Background: an optimization exercise with open tools, aiming at a short achievable clock period and few clock cycles. Do not read the settings as production practice.
Function not checked in this run: the RTL went through the layout flow alone.
Power figures rest on the tool's default switching activity, not on a simulated workload.

$ cat flow/constraint.sdc
create_clock -name core_clock -period 8.0 [get_ports {clk}]
set_input_delay 1.6000 -clock core_clock [delete_from_list [all_inputs] [get_ports {clk}]]
set_output_delay 1.6000 -clock core_clock [all_outputs]
set_load 0.01 [all_outputs]
$ cat flow/standard.sh
#!/bin/bash
# synth_recipe.tcl (not shown) runs the flow's synth.tcl, then flattens the netlist and writes it again
# the make line also repeats each setting of config.mk as NAME=value (left out here)
make -C /OpenROAD-flow-scripts/flow DESIGN_CONFIG=/design/flow/config.mk WORK_HOME=/design/flow/orfs CLKGATE_MAP_FILE= SYNTH_SCRIPT=/design/flow/synth_recipe.tcl "${@:-finish}"
$ cat flow/flow/run.sh
#!/bin/bash
# Standard layout, with the timing repair aiming at a larger setup margin.
bash standard.sh SETUP_SLACK_MARGIN=5.3 > standard_flow.log 2>&1
$ cat flow/design.v
module TinyMIPS(
    input  wire        clk,
    input  wire        rst,
    input  wire [15:0] data_fromRAM,
    output wire        wrEn,
    output wire [7:0]  addr_toRAM,
    output wire [15:0] data_toRAM
);
    function [15:0] add16;               
        input [15:0] a, b;
        reg   [15:0] g, p;
        integer i, k;
        begin
            g = a & b;
            p = a ^ b;
            for (k = 1; k < 16; k = k * 2)
                for (i = 15; i >= k; i = i - 1) begin
                    g[i] = g[i] | (p[i] & g[i-k]);
                    p[i] = p[i] & p[i-k];
                end
            add16 = (a ^ b) ^ {g[14:0], 1'b0};
        end
    endfunction
    function lt16;                       
        input [15:0] a, b;
        reg   [15:0] g, p;
        integer i, k;
        begin
            g = ~a & b;
            p = ~(a ^ b);
            for (k = 1; k < 16; k = k * 2)
                for (i = 15; i >= k; i = i - 1) begin
                    g[i] = g[i] | (p[i] & g[i-k]);
                    p[i] = p[i] & p[i-k];
                end
            lt16 = g[15];
        end
    endfunction
    reg  [7:0]  pA;         
    reg         pWE;
    reg  [15:0] pDO;
    reg         pF;         
    reg  [7:0]  pNX;        
    reg         pBP;        
    assign addr_toRAM = pA;
    assign wrEn       = pWE;
    assign data_toRAM = pDO;
    reg         rV, rBP;
    reg  [7:0]  rPC, rNX;
    reg         LAbb;
    reg  [7:0]  LAtgt;
    reg  [7:0]  fpc;        
    reg         halted;
    reg         bv;         
    reg  [7:0]  bpc, btg;
    reg  [3:0]  qv;
    reg  [15:0] qI  [0:3];
    reg  [7:0]  qP  [0:3];
    reg  [7:0]  qN  [0:3];
    reg  [2:0]  qXS [0:3];
    reg  [2:0]  qYS [0:3];
    reg  [3:0]  qNX, qNY;   
    reg  [3:0]  qRB;        
    reg  [15:0] RF [0:7];
    reg         ev;
    reg         e_wr;       
    reg         e_long;     
    reg  [2:0]  e_rd;
    reg         e_srl, e_ld, e_st, e_br, e_beq, e_halt;
    reg  [15:0] eX, eY;
    reg         fxa, fya;   
    reg         fxc, fyc;   
    reg         fxm, fym;   
    reg         fxu, fyu;   
    reg  [5:0]  e_imm;
    reg  [7:0]  e_pc, e_tgt, e_pc1, e_tgt1, e_pc2;
    reg         e_pnt, e_pnp;    
    reg         e_bk;            
    reg         bV, b_tk, b_pnt, b_pnp, b_bk;
    reg  [7:0]  b_pc, b_tgt, b_pc1, b_tgt1, b_pc2;
    reg  [15:0] Rres;       
    reg  [15:0] LR;         
    reg         s1v, s1_long, s1_ld, s1_wr;
    reg  [2:0]  s1_rd;
    reg         s2v, s2_long, s2_ld, s2_kill;
    reg  [2:0]  s2_rd;
    reg         s3v, s3_kill;
    reg  [2:0]  s3_rd;
    reg  [15:0] MR0, MR1, MR2, MR3, MR4, MR5;    
    reg  [15:0] SR;                              
    reg  [15:0] M0, M1;                          
    wire [15:0] Xa = fxa ? Rres : eX;
    wire [15:0] Ya = fya ? Rres : eY;
    wire [15:0] Xc = fxc ? Rres : eX;
    wire [15:0] Yc = fyc ? Rres : eY;
    wire [15:0] Xm = fxm ? Rres : eX;
    wire [15:0] Ym = fym ? Rres : eY;
    wire [15:0] Xu = fxu ? Rres : eX;
    wire [15:0] Yu = fyu ? Rres : eY;
    wire [15:0] sum;
    add16m u_sum (.a(Xa), .b(Ya), .s(sum));
    wire        c_eq, c_lt;
    cmp16m u_cmp (.a(Xc), .b(Yc), .eq(c_eq), .lt(c_lt));
    wire        taken = e_beq ? c_eq : c_lt;
    wire        misB  = bV & (b_tk ? ~b_pnt : ~b_pnp);
    wire [7:0]  redir  = b_tk ? b_tgt  : b_pc1;
    wire [7:0]  redir1 = b_tk ? b_tgt1 : b_pc2;
    wire        e_ok     = ev & ~misB;
    wire        e_halt_v = e_ok & e_halt;
    wire        e_mem    = e_ok & (e_ld | e_st);
    wire        sq       = misB | e_halt_v;
    wire [7:0]  maddr    = Xm[7:0] + {2'b00, e_imm};
    wire [15:0] r0, r1, r2, r3, r4, r5, shres, m0n, m1n;
    mul_e  u_mul_e  (.x(Xu), .y(Yu), .srl(e_srl), .r0(r0), .r1(r1), .r2(r2), .r3(r3),
                     .r4(r4), .r5(r5), .sh(shres));
    mul_e2 u_mul_e2 (.r0(MR0), .r1(MR1), .r2(MR2), .r3(MR3), .r4(MR4), .r5(MR5), .sh(SR),
                     .s(m0n), .c(m1n));
    wire [15:0] mres;
    add16m u_mres (.a(M0), .b(M1), .s(mres));
    wire [15:0] lres = s2_ld ? data_fromRAM : mres;
    wire [15:0] ri = data_fromRAM;
    wire [3:0]  rop = ri[15:12];
    wire        r_br  = (rop == 4'd8) | (rop == 4'd9) | (rop == 4'd10);
    wire        r_ok  = rV & ~LAbb;                      
    wire        r_bb  = r_ok & r_br & ri[5] & ~rBP;      
    wire [7:0]  r_tgt = rPC + {{2{ri[5]}}, ri[5:0]};
    wire        r_ab  = (rop == 4'd8) | (rop == 4'd9);   
    wire [2:0]  r_xs  = r_ab ? ri[11:9] : ri[8:6];
    wire [2:0]  r_ys  = (rop == 4'd5) ? ri[11:9] : r_ab ? ri[8:6] :
                        (rop == 4'd10) ? ri[11:9] : ri[5:3];
    wire        r_nx  = (rop != 4'd7) & (rop <= 4'd10);
    wire        r_ny  = (rop == 4'd0) | (rop == 4'd2) | (rop == 4'd3) | (rop == 4'd5) | r_br;
    wire [15:0] di = qI[0];
    wire [3:0]  dop = di[15:12];
    wire [2:0]  da = di[11:9];
    wire        d_add  = (dop == 4'd0);
    wire        d_addi = (dop == 4'd1);
    wire        d_mul  = (dop == 4'd2);
    wire        d_srl  = (dop == 4'd3);
    wire        d_ld   = (dop == 4'd4);
    wire        d_st   = (dop == 4'd5);
    wire        d_cp   = (dop == 4'd6);
    wire        d_cpi  = (dop == 4'd7);
    wire        d_br   = (dop == 4'd8) | (dop == 4'd9) | (dop == 4'd10);
    wire        d_halt = (dop >= 4'd11);
    wire [2:0]  xs = qXS[0];
    wire [2:0]  ys = qYS[0];
    wire        needx = qNX[0];
    wire        needy = qNY[0];
    wire        d_wr  = d_add | d_addi | d_cp | d_cpi;
    wire        d_long = d_ld | d_mul | d_srl;
    wire        e_any  = ev  & (e_wr | e_long);
    wire        s1_any = s1v & (s1_wr | s1_long);
    wire        x0 = e_any  & (e_rd == xs);
    wire        x1 = s1_any & (s1_rd == xs);
    wire        x2 = s2v & s2_long & (s2_rd == xs);
    wire        x3 = s3v & ~s3_kill & (s3_rd == xs);
    wire        y0 = e_any  & (e_rd == ys);
    wire        y1 = s1_any & (s1_rd == ys);
    wire        y2 = s2v & s2_long & (s2_rd == ys);
    wire        y3 = s3v & ~s3_kill & (s3_rd == ys);
    wire        xstall = needx & ((x0 & e_long) | (~x0 & x1 & s1_long));
    wire        ystall = needy & ((y0 & e_long) | (~y0 & y1 & s1_long));
    wire        issue = qv[0] & ~xstall & ~ystall & ~halted;
    wire [15:0] rx0 = (~x1 & x3) ? LR : RF[xs];
    wire [15:0] ry0 = (~y1 & y3) ? LR : RF[ys];
    wire [15:0] rx1 = x1 ? Rres : rx0;
    wire [15:0] ry1 = y1 ? Rres : ry0;
    wire [15:0] rx = (~x1 & x2) ? lres : rx1;
    wire [15:0] ry = (~y1 & y2) ? lres : ry1;
    wire [7:0]  d_pc = qP[0];
    wire [7:0]  d_pn = qN[0];
    wire [7:0]  d_tgt = d_pc + {{2{di[5]}}, di[5:0]};
    wire [7:0]  d_pc1 = d_pc + 8'd1;
    wire        bhit  = bv & (bpc == fpc);
    wire [7:0]  fpred = bhit ? btg : fpc + 8'd1;
    wire        room  = ~(qv[3] | (qv[2] & (rV | pF)) | (qv[1] & rV & pF));
    wire [7:0]  la_tgt1 = LAtgt + 8'd1;
    reg  [7:0]  nA, nNX, nfpc;
    reg         nF, nBP;
    reg  [3:0]  nqv;
    always @* begin
        nA = pA; nNX = pNX; nfpc = fpc; nF = 1'b0; nBP = 1'b0;
        if (misB) begin
            nA = redir; nF = 1'b1; nNX = redir1; nfpc = redir1;
        end else if (e_mem) begin
            nA = maddr;
            if (LAbb) nfpc = LAtgt;
        end else if (e_halt_v | halted) begin
            nF = 1'b0;
        end else if (LAbb) begin
            if (room) begin
                nA = LAtgt; nF = 1'b1; nNX = la_tgt1; nfpc = la_tgt1;
            end else
                nfpc = LAtgt;
        end else if (room) begin
            nA = fpc; nF = 1'b1; nNX = fpred; nfpc = fpred; nBP = bhit;
        end
        if (sq) nqv = 4'd0;
        else case ({issue, r_ok})
            2'b01:   nqv = {qv[2:0], 1'b1};
            2'b10:   nqv = {1'b0, qv[3:1]};
            default: nqv = qv;
        endcase
    end
    always @(posedge clk) begin
        if (rst) begin
            pA  <= 8'd0;
            pWE <= 1'b0;
        end else begin
            pA  <= nA;
            pWE <= e_mem & e_st;
        end
        pDO <= Ym;
    end
    integer i;
    always @(posedge clk or posedge rst) begin
        if (rst) begin
            pF <= 1'b1; pNX <= 8'd1; pBP <= 1'b0;
            rV <= 1'b0; LAbb <= 1'b0;
            fpc <= 8'd1; halted <= 1'b0; bv <= 1'b0;
            qv <= 4'd0;
            ev <= 1'b0; bV <= 1'b0; s1v <= 1'b0; s2v <= 1'b0; s3v <= 1'b0;
        end else begin
            pNX <= nNX; fpc <= nfpc; pF <= nF; pBP <= nBP;
            qv <= nqv;
            rV <= pF & ~sq & ~LAbb;
            LAbb <= r_bb & ~sq;
            ev <= issue & ~sq;
            bV <= e_ok & ~e_halt;
            if (e_halt_v) halted <= 1'b1;
            if (bV & b_tk & b_bk) bv <= 1'b1;
            s1v <= e_ok;
            s2v <= s1v;
            s3v <= s2v & s2_long;
        end
    end
    always @(posedge clk) begin
        rPC <= pA;
        LAtgt <= r_tgt;
        rNX <= pNX;
        rBP <= pBP;
        if (bV & b_tk & b_bk) begin
            bpc <= b_pc; btg <= b_tgt;
        end
        for (i = 0; i < 4; i = i + 1) begin
            if ((issue && i < 3 && qv[(i < 3) ? i + 1 : i])) begin
                qI[i]  <= qI[(i < 3) ? i + 1 : i];
                qP[i]  <= qP[(i < 3) ? i + 1 : i];
                qN[i]  <= qN[(i < 3) ? i + 1 : i];
                qXS[i] <= qXS[(i < 3) ? i + 1 : i];
                qYS[i] <= qYS[(i < 3) ? i + 1 : i];
                qNX[i] <= qNX[(i < 3) ? i + 1 : i];
                qNY[i] <= qNY[(i < 3) ? i + 1 : i];
                qRB[i] <= qRB[(i < 3) ? i + 1 : i];
            end else if (issue ? 1'b1 : !qv[i]) begin
                qI[i] <= ri; qP[i] <= rPC; qN[i] <= rNX; qRB[i] <= r_bb;
                qXS[i] <= r_xs; qYS[i] <= r_ys; qNX[i] <= r_nx; qNY[i] <= r_ny;
            end
        end
        e_wr   <= d_wr;
        e_long <= d_long;
        e_rd   <= da;
        e_srl  <= d_srl;
        e_ld   <= d_ld;
        e_st   <= d_st;
        e_br   <= d_br;
        e_beq  <= (dop == 4'd8);
        e_halt <= d_halt;
        eX     <= d_cpi ? {7'd0, di[8:0]} : rx;
        eY     <= d_addi ? {{10{di[5]}}, di[5:0]} : (d_cp | d_cpi) ? 16'd0 : ry;
        fxa    <= needx & x0 & d_wr;
        fya    <= needy & y0 & d_wr;
        fxc    <= needx & x0 & d_br;
        fyc    <= needy & y0 & d_br;
        fxm    <= needx & x0 & (d_ld | d_st);
        fym    <= needy & y0 & d_st;
        fxu    <= needx & x0 & (d_mul | d_srl);
        fyu    <= needy & y0 & (d_mul | d_srl);
        e_imm  <= di[5:0];
        e_bk   <= di[5];
        e_pc   <= d_pc;
        e_tgt  <= d_tgt;
        e_pc1  <= d_pc1;
        e_tgt1 <= d_tgt + 8'd1;
        e_pc2  <= d_pc + 8'd2;
        e_pnt  <= qRB[0] | (d_pn == d_tgt);
        e_pnp  <= ~qRB[0] & (d_pn == d_pc1);
        b_tk   <= e_br & taken;
        b_pnt  <= e_br & e_pnt;
        b_pnp  <= e_pnp;
        b_bk   <= e_br & e_bk;
        b_pc   <= e_pc;
        b_tgt  <= e_tgt;
        b_pc1  <= e_pc1;
        b_tgt1 <= e_tgt1;
        b_pc2  <= e_pc2;
        Rres <= sum;
        s1_long <= e_long; s1_ld <= e_ld; s1_wr <= e_wr; s1_rd <= e_rd;
        s2_long <= s1_long; s2_ld <= s1_ld; s2_rd <= s1_rd;
        s2_kill <= e_ok & e_wr & (e_rd == s1_rd);
        s3_kill <= s2_kill; s3_rd <= s2_rd;
        MR0 <= r0; MR1 <= r1; MR2 <= r2; MR3 <= r3; MR4 <= r4; MR5 <= r5;
        SR  <= shres;
        M0  <= m0n; M1 <= m1n;
        LR <= lres;
        if (s3v & ~s3_kill) RF[s3_rd] <= LR;
        if (s1v & s1_wr) RF[s1_rd] <= Rres;
    end
endmodule
module add16m(input wire [15:0] a, input wire [15:0] b, output wire [15:0] s);
    reg [15:0] g, p;
    integer i, k;
    always @* begin
        g = a & b;
        p = a ^ b;
        for (k = 1; k < 16; k = k * 2)
            for (i = 15; i >= k; i = i - 1) begin
                g[i] = g[i] | (p[i] & g[i-k]);
                p[i] = p[i] & p[i-k];
            end
    end
    assign s = (a ^ b) ^ {g[14:0], 1'b0};
endmodule
module cmp16m(input wire [15:0] a, input wire [15:0] b, output wire eq, output wire lt);
    reg [15:0] g, p;
    integer i, k;
    always @* begin
        g = ~a & b;
        p = ~(a ^ b);
        for (k = 1; k < 16; k = k * 2)
            for (i = 15; i >= k; i = i - 1) begin
                g[i] = g[i] | (p[i] & g[i-k]);
                p[i] = p[i] & p[i-k];
            end
    end
    assign lt = g[15];
    assign eq = (a == b);
endmodule
module mul_e(input wire [15:0] x, input wire [15:0] y, input wire srl,
             output wire [15:0] r0, output wire [15:0] r1, output wire [15:0] r2,
             output wire [15:0] r3, output wire [15:0] r4, output wire [15:0] r5,
             output wire [15:0] sh);
    wire [16:0] yb = {y, 1'b0};
    wire [15:0] pp [0:7];
    wire [15:0] pk;
    genvar g;
    generate
        for (g = 0; g < 8; g = g + 1) begin : booth
            wire one = ~srl & (yb[2*g+1] ^ yb[2*g]);
            wire two = ~srl & ((yb[2*g+2] & ~yb[2*g+1] & ~yb[2*g]) | (~yb[2*g+2] & yb[2*g+1] & yb[2*g]));
            wire neg = ~srl & yb[2*g+2];
            wire [15:0] m  = two ? {x[14:0], 1'b0} : one ? x : 16'd0;
            wire [15:0] mm = neg ? ~m : m;
            assign pp[g] = mm << (2*g);
            assign pk[2*g]   = neg;
            assign pk[2*g+1] = 1'b0;
        end
    endgenerate
    assign r0 = pp[0] ^ pp[1] ^ pp[2];
    assign r1 = ((pp[0] & pp[1]) | (pp[0] & pp[2]) | (pp[1] & pp[2])) << 1;
    assign r2 = pp[3] ^ pp[4] ^ pp[5];
    assign r3 = ((pp[3] & pp[4]) | (pp[3] & pp[5]) | (pp[4] & pp[5])) << 1;
    assign r4 = pp[6] ^ pp[7] ^ pk;
    assign r5 = ((pp[6] & pp[7]) | (pp[6] & pk) | (pp[7] & pk)) << 1;
    wire        zero = (|y[15:6]) | y[4];
    wire [15:0] shr = x >> y[3:0];
    wire [15:0] shl = x << y[3:0];
    assign sh = (srl & ~zero) ? (y[5] ? shl : shr) : 16'd0;
endmodule
module mul_e2(input wire [15:0] r0, input wire [15:0] r1, input wire [15:0] r2,
              input wire [15:0] r3, input wire [15:0] r4, input wire [15:0] r5,
              input wire [15:0] sh, output wire [15:0] s, output wire [15:0] c);
    wire [15:0] a0 = r0 ^ r1 ^ r2;
    wire [15:0] b0 = ((r0 & r1) | (r0 & r2) | (r1 & r2)) << 1;
    wire [15:0] a1 = r3 ^ r4 ^ r5;
    wire [15:0] b1 = ((r3 & r4) | (r3 & r5) | (r4 & r5)) << 1;
    wire [15:0] a2 = a0 ^ b0 ^ a1;
    wire [15:0] b2 = ((a0 & b0) | (a0 & a1) | (b0 & a1)) << 1;
    assign s = (a2 ^ b2 ^ b1) | sh;
    assign c = ((a2 & b2) | (a2 & b1) | (b2 & b1)) << 1;
endmodule
$ cat flow/config.mk
export PLATFORM = sky130hd
export DESIGN_NAME = TinyMIPS
export DESIGN_NICKNAME = TinyMIPS
export VERILOG_FILES = /design/flow/design.v
export SDC_FILE = /design/flow/constraint.sdc
export NUM_CORES = 8
export LEC_CHECK = 0
export CAP_MARGIN = 20
export CORE_MARGIN = 2
export CORE_UTILIZATION = 65
export PLACE_DENSITY = 0.8
export SETUP_SLACK_MARGIN = 5
export SLEW_MARGIN = 20
export SYNTH_HIERARCHICAL = 1
==> summary.txt <==
-- per-stage QoR --
step / utilization (%) / hold WS, ns / power, µW / setup slack (ns)
floorplan: - / 0.310 / 13700 / 5.15
global placement: 66.4 / 0.310 / 16400 / 4.13
detailed placement: 66.4 / 0.312 / 16800 / 3.99
CTS: 72.0 / 0.307 / 20800 / 5.25
global route: 73.2 / 0.311 / 22500 / 5.09
finish: 73.2 / 0.297 / 21500 / 5.20
-- cell type report --
class	instances	area share [%]
Antenna cell	2	0.0116
Clock buffer	97	4.94
Clock inverter	38	1.00
Inverter	71	0.671
Multi-Input combinational cell	2270	46.3
Sequential cell	728	41.4
Tap cell	773	2.24
Timing Repair Buffer	157	3.40
Timing Repair inverter	2	0.0289
-- where the power goes --
group | internal, µW | leakage, µW | switching (µW) | total (µW)
sequential | 5440 | 0.00668 | 1390 | 6830
combinational | 4720 | 0.00881 | 6350 | 11100
clock | 2110 | 0.00127 | 1550 | 3650
-- flip-flops by register name, indices dropped and copies added, names as in the netlist, 32 cells and up, named ones only --
| signal | flops |
|---|---|
| qI | 64 |
| qN | 32 |
| qP | 32 |
| RF | 128 |
-- synthesized netlist by cell type (46+ instances only) --
cell type	count
mux4_2	80
buf_2	48
mux2i_1	98
inv_1	64
a211oi_1	46
nand2_1	180
dfxtp_1	389
buf_4	57
edfxtp_1	308
nand3_1	50
mux2_4	61
nor2_1	203
xnor2_1	100
mux2_2	345
ha_1	77
o21ai_0	159
clkbuf_1	163
fa_1	79
xor2_1	67
a21oi_1	157
-- modules after synthesis (local to each module, per instance) --
| module | times used | flip-flops and latches | area [µm²] |
|---|---|---|---|
| mul_e | 1 | 0 | 5480 |
| add16m | 2 | 0 | 694 |
| mul_e2 | 1 | 0 | 1410 |
| TinyMIPS | 1 | 728 | 30200 |
| cmp16m | 1 | 0 | 392 |
-- final timing paths --
kind	startpoint	end	slack, ns	depth (start not counted)
max	e_rd[1]$_DFF_P_	qN[1][3]$_DFFE_PP_	5.20	9
min	e_tgt1[5]$_DFF_P_	b_tgt1[5]$_DFF_P_	0.30	0
max reg2reg	e_rd[1]$_DFF_P_	qN[1][3]$_DFFE_PP_	5.20	9
min reg2reg	e_tgt1[5]$_DFF_P_	b_tgt1[5]$_DFF_P_	0.30	0
max in group asynchronous	rst	ev$_DFF_PP0_	5.67	2
min in group asynchronous	rst	qv[0]$_DFFE_PP0P_	1.57	2
-- metal layers --
metal / global-route usage [%] / up-vias / routed length, µm
li1: - / 12100 / -
met1: 47.6 / 13880 / 43300
met2: 53.3 / 2034 / 50200
met3: 8.25 / 475 / 14900
met4: 15.2 / 0 / 5920
met5: 0 / - / 0
-- repair_timing --
item,in CTS,in global routing
endpoints found under the setup margin,446,321
buffers inserted,40,30
resized for setup,273,69
cloned,8,14
pin swaps,9,15
-- logic make-up (layout without fill, tap and decap cells) --
| family | after synthesis | count (layout) | share of synthesized area [%] |
|---|---|---|---|
| buf+inv | 389 | 365 | 4.89 |
| mux | 589 | 597 | 19.7 |
| simple gates | 650 | 653 | 7.89 |
| fa+ha+maj | 171 | 171 | 6.93 |
| other cells | 2 | 42 | 0.0193 |
| compound gates | 640 | 640 | 10.9 |
| xor+xnor | 169 | 169 | 3.88 |
| flops | 728 | 728 | 45.8 |
==> out/qor.csv <==
metric,value,unit
layout cells sized above 1,27.4,%
slowest cell on the critical path,dfxtp_1,
Post-Layout Cell Count,4138,
Setup Skew,0.0340,ns
# clock sinks,728,
"most common cell after layout, fill and taps aside",dfxtp_1,
sequential area share after synthesis,45.8,%
Post-layout nets,3479,
Synth Register Bits,728,
via count,28489,
Peak VDD IR,0.000317,V
Final Hold Vio Count,0,
ys async rst share,4.26,%
finished layout cell area,0.0433,mm²
Reg area,0.0179,mm²
First DRT Iteration DRCs,4320,
Unique masters post-synth,95,
total track usage,34.8,%
root buffer cell,clkbuf_16,
crit path max fanout,6,
cell area after synthesis,0.0389,mm²
Die Width,249,µm
Core Box Area,0.0591,mm²
cell area after placement,0.0392,mm²
crit path launch type,flop,
Die Span Y,249,µm
number of remaining DRC errors,0,
Fmax,357,MHz
number of buffers and inverters on the critical path,4,
most frequent cells in the layout,"dfxtp_1, mux2_2, edfxtp_1, nor2_1, nand2_1",
Initial Utilization,65.8,%
worst path required time,8.39,ns
Slew HR,20.0,%
fill cell count,3758,
worst path cell trace,xor2_1 -> o41ai_2 -> o32ai_4 -> buf_4 -> a211oi_4 -> buf_6 -> buf_6 -> buf_12 -> mux2_2,
final slew viol count,0,
Overflow after GRT,0,
Syn Inst Count,3338,
synth top area cells,"edfxtp_1, dfxtp_1, mux2_2",
clk latency of the worst-skew pair,0.65,ns
"Warnings, synthesis",15,
total of max-cap violations,0,
dpl cells,3909,
DRT antenna net count,0,
DRT Pass-1 Iters,10,
Layout area overhead,11.2,%
GP Congestion,0.973,
worst slew pin tran,1.20,ns
CP peak stage delay,0.49,ns
crit share post-route,35.0,%
antenna violations before repair,3,
Worst EP arrival,3.19,ns
minimum clock period,2.80,ns
Synth top area share,23.8,%
Worst Setup End Kind,flop,
drt wl/cell,27.6,µm
clock buffer depth,3,
status,finished clean,
Multi-input gate area,0.0200,mm²
TritonCTS clock tree,built,
num ports,43,
Top delay family on crit path,compound AO/OA/AOI/OAI gates,
global-route wire length before repair,165000,µm
row cnt,89,
most frequent CP cell,buf_6,
WL final,114000,µm
final setup violation count,0,
crit path kind,reg -> reg,
vias in the first global route,27318,
Avg Vias per Cell,6.88,
hold_buf cts,0,
Clock transition at path regs,0.07,ns
Synth Flop Type,dfxtp_1,
setup TNS,0,ns
# port buffers,42,
PwrDens,498,mW/mm²
number of synthesized flops with an enable pin,308,
Hold WC Path Type,reg -> reg,
syn_area_per_cell,11.7,µm²
H-tree depth,3,
post-DP HPWL,69200,µm
CTS Buf Count,75,
die footprint,0.0618,mm²
Leakage,0.0168,µW
RSZ-0062 raised after global routing,yes,
biggest area consumer among synthesized cells,edfxtp_1,
largest net degree at the start of global routing,76,

## what the ideal ports hide
The results above use ideal ports. As a check the final layout listed here was re-extracted and re-timed, cells and wires unchanged.
Step 1, drivers: a clkbuf_16 drives clk and a buf_2 each remaining input, both assumed.
Step 2, shift: input delay + t, output delay - t, t = (earliest + latest rising clock arrival at the registers) / 2. This alone moves slack from input paths to output paths.
Three values: ideal, step 1, step 2; two values: the first two.
t (ns): 0.696
setup slack, ns: 5.202 / 5.198 / 4.646
latest minus earliest clock arrival (ns): 0.040 / 0.039
After both steps setup and hold are still met in this run. The setup slack of this run moves by -0.004 ns with the drivers and by -0.556 ns with both steps.
